Background: an optimization exercise with open tools, aiming at small area, a short achievable clock period and few clock cycles per item. Do not read the settings as production practice.
Only simulation tests tie the RTL to the original design; equivalence was not proved.

==> inputs of v25 <==
==> flow/design.v (excerpt) <==
module xoodoo_nc #(
    parameter [5:0] CUT = 6'b100101
) (
    input         clk,
    input         rst,    
    input         dv,
    input  [95:0] state,
    output [95:0] out,
    output        out_valid
);
    localparam integer NST = CUT[0] + CUT[1] + CUT[2] + CUT[3] + CUT[4] + 1;
    wire [95:0] h [0:6];
    assign h[0] = state;
    genvar k;
    generate
        for (k = 0; k < 6; k = k + 1) begin : g_half
            wire [95:0] c;
            if (k % 2 == 0) begin : g_a
                xoo_theta #(.RC(k == 0 ? 32'h380 : k == 2 ? 32'hF0 : 32'h1A0))
                    u_theta (.s(h[k]), .o(c));
            end else begin : g_b
                xoo_chi u_chi (.s(h[k]), .o(c));
            end
            if (CUT[k] || k == 5) begin : g_reg
                reg [95:0] r;
                always @(posedge clk) r <= c;
                assign h[k+1] = r;
            end else begin : g_comb
                assign h[k+1] = c;
            end
        end
    endgenerate
    assign out = h[6];
    reg  [NST-1:0] v;
    wire [NST:0]   v_in = {v, dv};
    always @(posedge clk) begin
        if (rst) v <= {NST{1'b0}};
        else     v <= v_in[NST-1:0];
    end
    assign out_valid = v[NST-1];
endmodule
==> module xoodoo_nc, before the edit <==
module xoodoo_nc #(
    parameter [5:0] CUT = 6'b100101
) (
    input         clk,
    input         rst,    
    input         dv,
    input  [95:0] state,
    output [95:0] out,
    output        out_valid
);
    localparam integer NST = CUT[0] + CUT[1] + CUT[2] + CUT[3] + CUT[4] + 1;
    wire [95:0] h [0:6];
    assign h[0] = state;
    genvar k;
    generate
        for (k = 0; k < 6; k = k + 1) begin : g_half
            wire [95:0] c;
            if (k % 2 == 0) begin : g_a
                xoo_theta #(.RC(k == 0 ? 32'h380 : k == 2 ? 32'hF0 : 32'h1A0))
                    u_theta (.s(h[k]), .o(c));
            end else begin : g_b
                xoo_chi u_chi (.s(h[k]), .o(c));
            end
            if (CUT[k] || k == 5) begin : g_reg
                reg [95:0] r;
                always @(posedge clk) r <= c;
                assign h[k+1] = r;
            end else begin : g_comb
                assign h[k+1] = c;
            end
        end
    endgenerate
    assign out = h[6];
    reg  [NST-1:0] v;
    wire [NST:0]   v_in = {v, dv};
    always @(posedge clk) begin
        if (rst) v <= {NST{1'b0}};
        else     v <= v_in[NST-1:0];
    end
    assign out_valid = v[NST-1];
endmodule
==> module xoo_theta, before the edit <==
module xoo_theta #(
    parameter [31:0] RC = 32'h0
) (
    input  [95:0] s,
    output [95:0] o
);
    wire [31:0] a0 = s[31:0], a1 = s[63:32], a2 = s[95:64];
    wire [31:0] p01, p, e, b0, b1, b2;
    xoo_xor32 u_p01 (.a(a0),  .b(a1), .y(p01));
    xoo_xor32 u_p   (.a(p01), .b(a2), .y(p));
    xoo_xor32 u_e   (.a({p[26:0], p[31:27]}), .b({p[17:0], p[31:18]}), .y(e));
    xoo_xor32 #(.K(RC)) u_b0 (.a(a0), .b(e), .y(b0));
    xoo_xor32 u_b1  (.a(a1), .b(e), .y(b1));
    xoo_xor32 u_b2  (.a(a2), .b(e), .y(b2));
    assign o = {b2[20:0], b2[31:21], b1, b0};
endmodule
==> module xoo_chi, before the edit <==
module xoo_chi (
    input  [95:0] s,
    output [95:0] o
);
    wire [31:0] a0 = s[31:0], a1 = s[63:32], a2 = s[95:64];
    wire [31:0] b0 = a0 ^ (~a1 & a2);
    wire [31:0] b1 = a1 ^ (~a2 & a0);
    wire [31:0] b2 = a2 ^ (~a0 & a1);
    assign o = {b2[23:0], b2[31:24], b1[30:0], b1[31], b0};
endmodule
export LEC_CHECK = 0
export CAP_MARGIN = 20
export CORE_MARGIN = 2
export CORE_UTILIZATION = 40
export CTS_CLUSTER_DIAMETER = 100
export CTS_CLUSTER_SIZE = 25
export SETUP_SLACK_MARGIN = 4.4
export SLEW_MARGIN = 20
export SYNTH_HIERARCHICAL = 1
create_clock -name core_clock -period 7.0 [get_ports {clk}]
standard.sh (not shown) runs the stock make flow with config.mk's settings and CLKGATE_MAP_FILE= SYNTH_SCRIPT=/design/flow/synth_recipe.tcl, a recipe that flattens the netlist after the stock synthesis.
==> flow/flow/run.sh <==
#!/bin/bash
# The standard layout, with plain buffers (not delay cells) on the ports.
set -euo pipefail
bash standard.sh "BUFFER_PORTS_ARGS=-buffer_cell sky130_fd_sc_hd__buf_2" finish > standard.log 2>&1
==> inputs of v36, as changes to v25 <==
==> flow/design.v (replaced) <==
module xoodoo_nc (
    input         clk,
    input         rst,    
    input         dv,
    input  [95:0] state,
    output [95:0] out,
    output        out_valid
);
    localparam [31:0] RC1 = 32'h00000380;
    localparam [31:0] RC2 = 32'h000000F0;
    localparam [31:0] RC3 = 32'h000001A0;
    wire [31:0] s0 = state[31:0], s1 = state[63:32], s2 = state[95:64];
    wire [31:0] d1, p1, e1, n0_1, t2_1;
    xoo_xor32 #(.K(RC1))  u1_d  (.a(s0), .b(s1), .y(d1));    
    xoo_xor32 #(.K(RC1))  u1_p  (.a(d1), .b(s2), .y(p1));    
    xoo_xor32             u1_e  (.a({p1[26:0], p1[31:27]}), .b({p1[17:0], p1[31:18]}), .y(e1));
    xoo_xor32 #(.K(~RC1)) u1_n0 (.a(s0), .b(e1), .y(n0_1));  
    xoo_xor32             u1_a2 (.a(s2), .b(e1), .y(t2_1));
    wire [31:0] a2_1 = {t2_1[20:0], t2_1[31:21]};
    reg [95:0] r1;    
    always @(posedge clk) r1 <= {a2_1, d1, n0_1};
    wire [31:0] q1_n0 = r1[31:0], q1_d = r1[63:32], q1_a2 = r1[95:64];
    wire [31:0] c1_b0, c1_g, c1_b1, c1_h, c1_b2;
    xoo_mux2i32           u2_b0 (.s(q1_a2), .a1(q1_d), .a0(q1_n0), .y(c1_b0));
    xoo_nand2b32          u2_g  (.a(q1_n0), .b(q1_a2), .y(c1_g));     
    xoo_xor32 #(.K(~32'h0)) u2_b1 (.a(q1_d), .b(c1_g), .y(c1_b1));
    xoo_nand2_32          u2_h  (.a(q1_n0), .b(q1_d), .y(c1_h));      
    xoo_xor32 #(.K(~32'h0)) u2_b2 (.a(q1_a2), .b(c1_h), .y(c1_b2));
    wire [31:0] x0_2 = c1_b0;
    wire [31:0] x1_2 = {c1_b1[30:0], c1_b1[31]};
    wire [31:0] x2_2 = {c1_b2[23:0], c1_b2[31:24]};
    wire [31:0] d2, p2, e2, n0_2, a1_2, t2_2;
    xoo_xor32 #(.K(RC2))  u2_d  (.a(x0_2), .b(x1_2), .y(d2));
    xoo_xor32 #(.K(RC2))  u2_p  (.a(d2), .b(x2_2), .y(p2));
    xoo_xor32             u2_e  (.a({p2[26:0], p2[31:27]}), .b({p2[17:0], p2[31:18]}), .y(e2));
    xoo_xor32 #(.K(~RC2)) u2_n0 (.a(x0_2), .b(e2), .y(n0_2));
    xoo_xor32             u2_a1 (.a(x1_2), .b(e2), .y(a1_2));
    xoo_xor32             u2_a2 (.a(x2_2), .b(e2), .y(t2_2));
    wire [31:0] a2_2 = {t2_2[20:0], t2_2[31:21]};
    wire [31:0] c2_b0, c2_nb1;
    xoo_mux2i32           u2_c0 (.s(a2_2), .a1(d2), .a0(n0_2), .y(c2_b0));
    xoo_mux2i32           u2_c1 (.s(a2_2), .a1(a1_2), .a0(d2), .y(c2_nb1));
    reg [95:0] r2;    
    always @(posedge clk) r2 <= {a2_2, c2_nb1, c2_b0};
    wire [31:0] q2_b0 = r2[31:0], q2_nb1 = r2[63:32], q2_a2 = r2[95:64];
    wire [31:0] c2_g, c2_b2;
    xoo_nor2_32           u3_g  (.a(q2_b0), .b(q2_nb1), .y(c2_g));    
    xoo_xor32             u3_b2 (.a(q2_a2), .b(c2_g), .y(c2_b2));
    wire [31:0] x0_3  = q2_b0;
    wire [31:0] x1n_3 = {q2_nb1[30:0], q2_nb1[31]};
    wire [31:0] x2_3  = {c2_b2[23:0], c2_b2[31:24]};
    wire [31:0] d3, p3, e3, n0_3, t2_3;
    xoo_xor32 #(.K(~RC3)) u3_d  (.a(x0_3), .b(x1n_3), .y(d3));
    xoo_xor32 #(.K(RC3))  u3_p  (.a(d3), .b(x2_3), .y(p3));
    xoo_xor32             u3_e  (.a({p3[26:0], p3[31:27]}), .b({p3[17:0], p3[31:18]}), .y(e3));
    xoo_xor32 #(.K(~RC3)) u3_n0 (.a(x0_3), .b(e3), .y(n0_3));
    xoo_xor32             u3_a2 (.a(x2_3), .b(e3), .y(t2_3));
    wire [31:0] a2_3 = {t2_3[20:0], t2_3[31:21]};
    wire [31:0] c3_b0, c3_g, c3_b1, c3_h, c3_b2;
    xoo_mux2i32           u3_b0 (.s(a2_3), .a1(d3), .a0(n0_3), .y(c3_b0));
    xoo_nand2b32          u3_gg (.a(n0_3), .b(a2_3), .y(c3_g));
    xoo_xor32 #(.K(~32'h0)) u3_b1 (.a(d3), .b(c3_g), .y(c3_b1));
    xoo_nand2_32          u3_h  (.a(n0_3), .b(d3), .y(c3_h));
    xoo_xor32 #(.K(~32'h0)) u3_b2o (.a(a2_3), .b(c3_h), .y(c3_b2));
    reg [95:0] r3;    
    always @(posedge clk)
        r3 <= {c3_b2[23:0], c3_b2[31:24], c3_b1[30:0], c3_b1[31], c3_b0};
    assign out = r3;
    reg [2:0] v;
    always @(posedge clk) begin
        if (rst) v <= 3'b000;
        else     v <= {v[1:0], dv};
    end
    assign out_valid = v[2];
endmodule
module xoo_xor32 #(
    parameter [31:0] K = 32'h0
) (
    input  [31:0] a,
    input  [31:0] b,
    output [31:0] y
);
    assign y = a ^ b ^ K;
endmodule
module xoo_mux2i32 (
    input  [31:0] s,
    input  [31:0] a1,
    input  [31:0] a0,
    output [31:0] y
);
    assign y = ~((s & a1) | (~s & a0));
endmodule
module xoo_nand2b32 (
    input  [31:0] a,
    input  [31:0] b,
    output [31:0] y
);
    assign y = ~(~a & b);
endmodule
module xoo_nand2_32 (
    input  [31:0] a,
    input  [31:0] b,
    output [31:0] y
);
    assign y = ~(a & b);
endmodule
module xoo_nor2_32 (
    input  [31:0] a,
    input  [31:0] b,
    output [31:0] y
);
    assign y = ~(a | b);
endmodule
==> inputs of v10, as changes to v25 <==
- PLACE_DENSITY: default -> 0.8
- SETUP_SLACK_MARGIN: 4.4 -> 4.5
==> inputs of v35, as changes to v25 <==
==> flow/run.sh (new file) <==
#!/bin/bash
# synth_recipe.tcl (not shown) runs the flow's synth.tcl, then flattens the netlist and writes it again
# the make line also repeats each setting of config.mk as NAME=value (left out here)
make -C /OpenROAD-flow-scripts/flow DESIGN_CONFIG=/design/flow/config.mk WORK_HOME=/design/flow/orfs CLKGATE_MAP_FILE= SYNTH_SCRIPT=/design/flow/synth_recipe.tcl finish
- CTS_CLUSTER_DIAMETER: 100 -> default
- CTS_CLUSTER_SIZE: 25 -> default
- SETUP_SLACK_MARGIN: 4.4 -> 4.6
removed: flow/flow/run.sh
removed: flow/standard.sh
==> notes <==
v36 completed with no timing, DRC or antenna violations. v25 finished clean. v10 finished clean. v35 finished with timing, DRC and antenna clean.
Critical path depth: v10 < v36 < v25 < v35.
Core utilization: v25 < v10 < v36 < v35.
Final area: v36 < v25 < v10 < v35.
Register-to-register slack: v36 is worse than v10 (0.14 ns).
Non-clock buffer count, lowest first: v36, v25, v10, v35.
Synthesized area is the same in v35 and v25.
Routed wire length: v35 > v10 > v25 > v36.
==> figures <==
Run status: v10 timing/DRC/antenna clean; v25 timing/DRC/antenna clean; v36 timing/DRC/antenna clean; v35 timing/DRC/antenna clean
Post-cts gate resize count: v10 67; v25 35; v36 79; v35 670
Layout non-clock buf frac: v10 6.58%; v25 6.04%; v36 6.45%; v35 11.7%
Via count of the first global-routing pass: v10 9814; v25 9374; v36 8385; v35 10200
Setup slack at placement: v10 3.99 ns; v25 3.96 ns; v36 3.78 ns; v35 3.52 ns
Fraction of post-synthesis cell area in the top cell type by area: v10 38.3%; v25 38.3%; v36 42.3%; v35 38.3%
Total number of nets in the final design: v10 1793; v25 1775; v36 1581; v35 1884
Average detailed-routed wire length per instance: v10 18.4 µm; v25 18.4 µm; v36 19.6 µm; v35 19.3 µm
Flip-flop count of the largest register after layout: v10 288; v25 288; v36 -; v35 288
Met2 global-route usage: v10 36.4%; v25 35.8%; v36 36.5%; v35 40.6%
Critical path's slowest cell: v10 sky130_fd_sc_hd__xor2_1; v25 sky130_fd_sc_hd__xor2_2; v36 sky130_fd_sc_hd__dfxtp_1; v35 sky130_fd_sc_hd__dfxtp_1
First DRT Iteration DRCs: v10 297; v25 273; v36 322; v35 245
Core ar.: v10 37600 µm²; v25 37600 µm²; v36 33700 µm²; v35 37600 µm²
Global router's overall resource usage: v10 20.1%; v25 20.6%; v36 20.8%; v35 22.6%
Total met2 wirelength after detailed routing: v10 20000 µm; v25 19600 µm; v36 18000 µm; v35 22900 µm
Capturing point of the worst reg2reg path: v10 g_half[5].g_reg.r[23]; v25 g_half[5].g_reg.r[77]; v36 r2[8]; v35 g_half[5].g_reg.r[32]
# Taps: v10 511; v25 511; v36 448; v35 511
Testbench counts of v25, summed over its fixed seeds: cycles 16,016, items 16,000.
Testbench counts of v36, summed over its fixed seeds: cycles 16,016, items 16,000.
Testbench counts of v10, summed over its fixed seeds: cycles 16,016, items 16,000.
Testbench counts of v35, summed over its fixed seeds: cycles 16,016, items 16,000.

---

==> trial 29: inputs <==
RTL: one of the versions met above, not the one the previous note started from.
==> module xoodoo_nc, before the edit <==
module xoodoo_nc (
    input         clk,
    input         rst,    
    input         dv,
    input  [95:0] state,
    output [95:0] out,
    output        out_valid
);
    localparam [31:0] RC1 = 32'h00000380;
    localparam [31:0] RC2 = 32'h000000F0;
    localparam [31:0] RC3 = 32'h000001A0;
    wire [31:0] s0 = state[31:0], s1 = state[63:32], s2 = state[95:64];
    wire [31:0] d1, p1, e1, n0_1, t2_1;
    xoo_xor32 #(.K(RC1))  u1_d  (.a(s0), .b(s1), .y(d1));    
    xoo_xor32 #(.K(RC1))  u1_p  (.a(d1), .b(s2), .y(p1));    
    xoo_xor32             u1_e  (.a({p1[26:0], p1[31:27]}), .b({p1[17:0], p1[31:18]}), .y(e1));
    xoo_xor32 #(.K(~RC1)) u1_n0 (.a(s0), .b(e1), .y(n0_1));  
    xoo_xor32             u1_a2 (.a(s2), .b(e1), .y(t2_1));
    wire [31:0] a2_1 = {t2_1[20:0], t2_1[31:21]};
    reg [95:0] r1;    
    always @(posedge clk) r1 <= {a2_1, d1, n0_1};
    wire [31:0] q1_n0 = r1[31:0], q1_d = r1[63:32], q1_a2 = r1[95:64];
    wire [31:0] c1_b0, c1_g, c1_b1, c1_h, c1_b2;
    xoo_mux2i32           u2_b0 (.s(q1_a2), .a1(q1_d), .a0(q1_n0), .y(c1_b0));
    xoo_nand2b32          u2_g  (.a(q1_n0), .b(q1_a2), .y(c1_g));     
    xoo_xor32 #(.K(~32'h0)) u2_b1 (.a(q1_d), .b(c1_g), .y(c1_b1));
    xoo_nand2_32          u2_h  (.a(q1_n0), .b(q1_d), .y(c1_h));      
    xoo_xor32 #(.K(~32'h0)) u2_b2 (.a(q1_a2), .b(c1_h), .y(c1_b2));
    wire [31:0] x0_2 = c1_b0;
    wire [31:0] x1_2 = {c1_b1[30:0], c1_b1[31]};
    wire [31:0] x2_2 = {c1_b2[23:0], c1_b2[31:24]};
    wire [31:0] d2, p2, e2, n0_2, a1_2, t2_2;
    xoo_xor32 #(.K(RC2))  u2_d  (.a(x0_2), .b(x1_2), .y(d2));
    xoo_xor32 #(.K(RC2))  u2_p  (.a(d2), .b(x2_2), .y(p2));
    xoo_xor32             u2_e  (.a({p2[26:0], p2[31:27]}), .b({p2[17:0], p2[31:18]}), .y(e2));
    xoo_xor32 #(.K(~RC2)) u2_n0 (.a(x0_2), .b(e2), .y(n0_2));
    xoo_xor32             u2_a1 (.a(x1_2), .b(e2), .y(a1_2));
    xoo_xor32             u2_a2 (.a(x2_2), .b(e2), .y(t2_2));
    wire [31:0] a2_2 = {t2_2[20:0], t2_2[31:21]};
    wire [31:0] c2_b0, c2_nb1;
    xoo_mux2i32           u2_c0 (.s(a2_2), .a1(d2), .a0(n0_2), .y(c2_b0));
    xoo_mux2i32           u2_c1 (.s(a2_2), .a1(a1_2), .a0(d2), .y(c2_nb1));
    reg [95:0] r2;    
    always @(posedge clk) r2 <= {a2_2, c2_nb1, c2_b0};
    wire [31:0] q2_b0 = r2[31:0], q2_nb1 = r2[63:32], q2_a2 = r2[95:64];
    wire [31:0] c2_g, c2_b2;
    xoo_nor2_32           u3_g  (.a(q2_b0), .b(q2_nb1), .y(c2_g));    
    xoo_xor32             u3_b2 (.a(q2_a2), .b(c2_g), .y(c2_b2));
    wire [31:0] x0_3  = q2_b0;
    wire [31:0] x1n_3 = {q2_nb1[30:0], q2_nb1[31]};
    wire [31:0] x2_3  = {c2_b2[23:0], c2_b2[31:24]};
    wire [31:0] d3, p3, e3, n0_3, t2_3;
    xoo_xor32 #(.K(~RC3)) u3_d  (.a(x0_3), .b(x1n_3), .y(d3));
    xoo_xor32 #(.K(RC3))  u3_p  (.a(d3), .b(x2_3), .y(p3));
    xoo_xor32             u3_e  (.a({p3[26:0], p3[31:27]}), .b({p3[17:0], p3[31:18]}), .y(e3));
    xoo_xor32 #(.K(~RC3)) u3_n0 (.a(x0_3), .b(e3), .y(n0_3));
    xoo_xor32             u3_a2 (.a(x2_3), .b(e3), .y(t2_3));
    wire [31:0] a2_3 = {t2_3[20:0], t2_3[31:21]};
    wire [31:0] c3_b0, c3_g, c3_b1, c3_h, c3_b2;
    xoo_mux2i32           u3_b0 (.s(a2_3), .a1(d3), .a0(n0_3), .y(c3_b0));
    xoo_nand2b32          u3_gg (.a(n0_3), .b(a2_3), .y(c3_g));
    xoo_xor32 #(.K(~32'h0)) u3_b1 (.a(d3), .b(c3_g), .y(c3_b1));
    xoo_nand2_32          u3_h  (.a(n0_3), .b(d3), .y(c3_h));
    xoo_xor32 #(.K(~32'h0)) u3_b2o (.a(a2_3), .b(c3_h), .y(c3_b2));
    reg [95:0] r3;    
    always @(posedge clk)
        r3 <= {c3_b2[23:0], c3_b2[31:24], c3_b1[30:0], c3_b1[31], c3_b0};
    assign out = r3;
    reg [2:0] v;
    always @(posedge clk) begin
        if (rst) v <= 3'b000;
        else     v <= {v[1:0], dv};
    end
    assign out_valid = v[2];
endmodule
==> module xoo_mux2i32, before the edit <==
module xoo_mux2i32 (
    input  [31:0] s,
    input  [31:0] a1,
    input  [31:0] a0,
    output [31:0] y
);
    assign y = ~((s & a1) | (~s & a0));
endmodule
==> module xoo_nand2b32, before the edit <==
module xoo_nand2b32 (
    input  [31:0] a,
    input  [31:0] b,
    output [31:0] y
);
    assign y = ~(~a & b);
endmodule
==> module xoo_nand2_32, before the edit <==
module xoo_nand2_32 (
    input  [31:0] a,
    input  [31:0] b,
    output [31:0] y
);
    assign y = ~(a & b);
endmodule
==> module xoo_nor2_32, before the edit <==
module xoo_nor2_32 (
    input  [31:0] a,
    input  [31:0] b,
    output [31:0] y
);
    assign y = ~(a | b);
endmodule
clock: 7.0 ns
lec_check: 0
cap_margin: 20
core_margin: 2
core_utilization: 60
cts_cluster_diameter: 100
cts_cluster_size: 25
gpl_routability_driven: 0
place_density: 0.7
setup_slack_margin: 4.5
slew_margin: 20
synth_hierarchical: 1
==> flow/flow/run.sh <==
#!/bin/bash
# The standard layout, with plain buffers (not delay cells) on the ports.
set -euo pipefail
bash standard.sh "BUFFER_PORTS_ARGS=-buffer_cell sky130_fd_sc_hd__buf_2" finish > standard.log 2>&1
==> build 42: changes against trial 29 <==
==> flow/design.v (replaced) <==
module xoodoo_nc #(
    parameter [5:0] CUT = 6'b100101
) (
    input         clk,
    input         rst,    
    input         dv,
    input  [95:0] state,
    output [95:0] out,
    output        out_valid
);
    localparam integer NST = CUT[0] + CUT[1] + CUT[2] + CUT[3] + CUT[4] + 1;
    wire [95:0] h [0:6];
    assign h[0] = state;
    genvar k;
    generate
        for (k = 0; k < 6; k = k + 1) begin : g_half
            wire [95:0] c;
            if (k % 2 == 0) begin : g_a
                xoo_theta #(.RC(k == 0 ? 32'h380 : k == 2 ? 32'hF0 : 32'h1A0))
                    u_theta (.s(h[k]), .o(c));
            end else begin : g_b
                xoo_chi u_chi (.s(h[k]), .o(c));
            end
            if (CUT[k] || k == 5) begin : g_reg
                reg [95:0] r;
                always @(posedge clk) r <= c;
                assign h[k+1] = r;
            end else begin : g_comb
                assign h[k+1] = c;
            end
        end
    endgenerate
    assign out = h[6];
    reg  [NST-1:0] v;
    wire [NST:0]   v_in = {v, dv};
    always @(posedge clk) begin
        if (rst) v <= {NST{1'b0}};
        else     v <= v_in[NST-1:0];
    end
    assign out_valid = v[NST-1];
endmodule
module xoo_xor32 #(
    parameter [31:0] K = 32'h0
) (
    input  [31:0] a,
    input  [31:0] b,
    output [31:0] y
);
    assign y = a ^ b ^ K;
endmodule
module xoo_theta #(
    parameter [31:0] RC = 32'h0
) (
    input  [95:0] s,
    output [95:0] o
);
    wire [31:0] a0 = s[31:0], a1 = s[63:32], a2 = s[95:64];
    wire [31:0] p01, p, e, b0, b1, b2;
    xoo_xor32 u_p01 (.a(a0),  .b(a1), .y(p01));
    xoo_xor32 u_p   (.a(p01), .b(a2), .y(p));
    xoo_xor32 u_e   (.a({p[26:0], p[31:27]}), .b({p[17:0], p[31:18]}), .y(e));
    xoo_xor32 #(.K(RC)) u_b0 (.a(a0), .b(e), .y(b0));
    xoo_xor32 u_b1  (.a(a1), .b(e), .y(b1));
    xoo_xor32 u_b2  (.a(a2), .b(e), .y(b2));
    assign o = {b2[20:0], b2[31:21], b1, b0};
endmodule
module xoo_chi (
    input  [95:0] s,
    output [95:0] o
);
    wire [31:0] a0 = s[31:0], a1 = s[63:32], a2 = s[95:64];
    wire [31:0] b0 = a0 ^ (~a1 & a2);
    wire [31:0] b1 = a1 ^ (~a2 & a0);
    wire [31:0] b2 = a2 ^ (~a0 & a1);
    assign o = {b2[23:0], b2[31:24], b1[30:0], b1[31], b0};
endmodule
Settings changed: CORE_UTILIZATION 60 to 55, GPL_ROUTABILITY_DRIVEN 0 to unset, PLACE_DENSITY 0.7 to 0.65.
==> build 87: changes against trial 29 <==
Settings changed: CORE_UTILIZATION 60 to 40, GPL_ROUTABILITY_DRIVEN 0 to unset, PLACE_DENSITY 0.7 to unset, SETUP_SLACK_MARGIN 4.5 to unset.
==> qor summary <==
Run status: trial 29 complete, no violations; build 42 complete, no violations; build 87 complete, no violations
Number of buffer and inverter instances along the worst setup path: trial 29 1; build 42 2; build 87 0
Launch point of the worst path: trial 29 r1[90]; build 42 g_half[2].g_reg.r[76]; build 87 r1[8]
Floorplan row count: trial 29 55; build 42 60; build 87 67
Cell with the most instances on the worst path: trial 29 xor2_2; build 42 -; build 87 xor2_1
Area of the mapped netlist: trial 29 13800 µm²; build 42 15200 µm²; build 87 13800 µm²
Setup bufs post-CTS: trial 29 9; build 42 4; build 87 0
Longest individual stage delay on the worst path: trial 29 0.42 ns; build 42 0.35 ns; build 87 0.61 ns
XOR/XNOR share of the synthesized area: trial 29 0.427; build 42 0.497; build 87 0.427
Starting density of the core: trial 29 0.610; build 42 0.563; build 87 0.409
Mean area per synthesized cell: trial 29 11.0 µm²; build 42 10.5 µm²; build 87 11.0 µm²
Worst slack after detailed placement: trial 29 4.15 ns; build 42 4.06 ns; build 87 3.78 ns
Area growth from synthesis to layout: trial 29 24.5%; build 42 20.8%; build 87 14.0%
Floorplan die area: trial 29 24200 µm²; build 42 29000 µm²; build 87 35900 µm²
Final core occ: trial 29 0.759; build 42 0.680; build 87 0.466
First DRT Iteration DRCs: trial 29 365; build 42 308; build 87 323
Post-route cell area: trial 29 17100 µm²; build 42 18400 µm²; build 87 15700 µm²
Total number of multi-input combinational cells: trial 29 963; build 42 1155; build 87 963
Crit path required time: trial 29 7.41 ns; build 42 7.42 ns; build 87 7.42 ns
Testbench counts of trial 29, summed over its fixed seeds: cycles 16,016, items 16,000.
Testbench counts of build 42, summed over its fixed seeds: cycles 16,016, items 16,000.
Testbench counts of build 87, summed over its fixed seeds: cycles 16,016, items 16,000.

static timing again, ports no longer ideal:
No port has a modelled driver above. Below, the same layouts with a new extraction and two added sets of constraints.
Step 1: set_driving_cell puts a clkbuf_16 on clk and a buf_2 on each other input, an assumption about the parent block.
Step 2 adds t to the input delays and takes it off the output delays; t is the mean of the earliest and latest rising clock arrival at the registers after step 1. Input paths then give back, and output paths get back, about the clock's delay inside the block.
Three values: no drivers, after step 1, after step 2; two values: the first two.
| run | shift t [ns] | setup WS [ns] | hold slack, ns | worst slew at a driven data input, ns |
|---|---|---|---|---|
| v25 | 0.555 | 4.486 / 4.486 / 4.044 | 0.460 / 0.460 / 0.460 | 0.04 |
| v36 | 0.542 | 4.401 / 4.401 / 4.061 | 0.461 / 0.461 / 0.461 | 0.04 |
| v10 | 0.561 | 4.535 / 4.542 / 4.006 | 0.457 / 0.457 / 0.457 | 0.05 |
| v35 | 0.614 | 4.590 / 4.548 / 4.055 | 0.455 / 0.455 / 0.455 | 0.05 |
| trial 29 | 0.535 | 4.440 / 4.440 / 4.209 | 0.448 / 0.448 / 0.448 | 0.04 |
| build 42 | 0.540 | 4.498 / 4.498 / 4.048 | 0.450 / 0.450 / 0.450 | 0.04 |
| build 87 | 0.542 | 3.752 / 3.752 / 3.752 | 0.461 / 0.461 / 0.461 | 0.04 |
After both steps every run listed still meets setup and hold. For v35, which loses most, drivers alone change the setup slack by -0.042 ns; drivers and shift together by -0.535 ns.
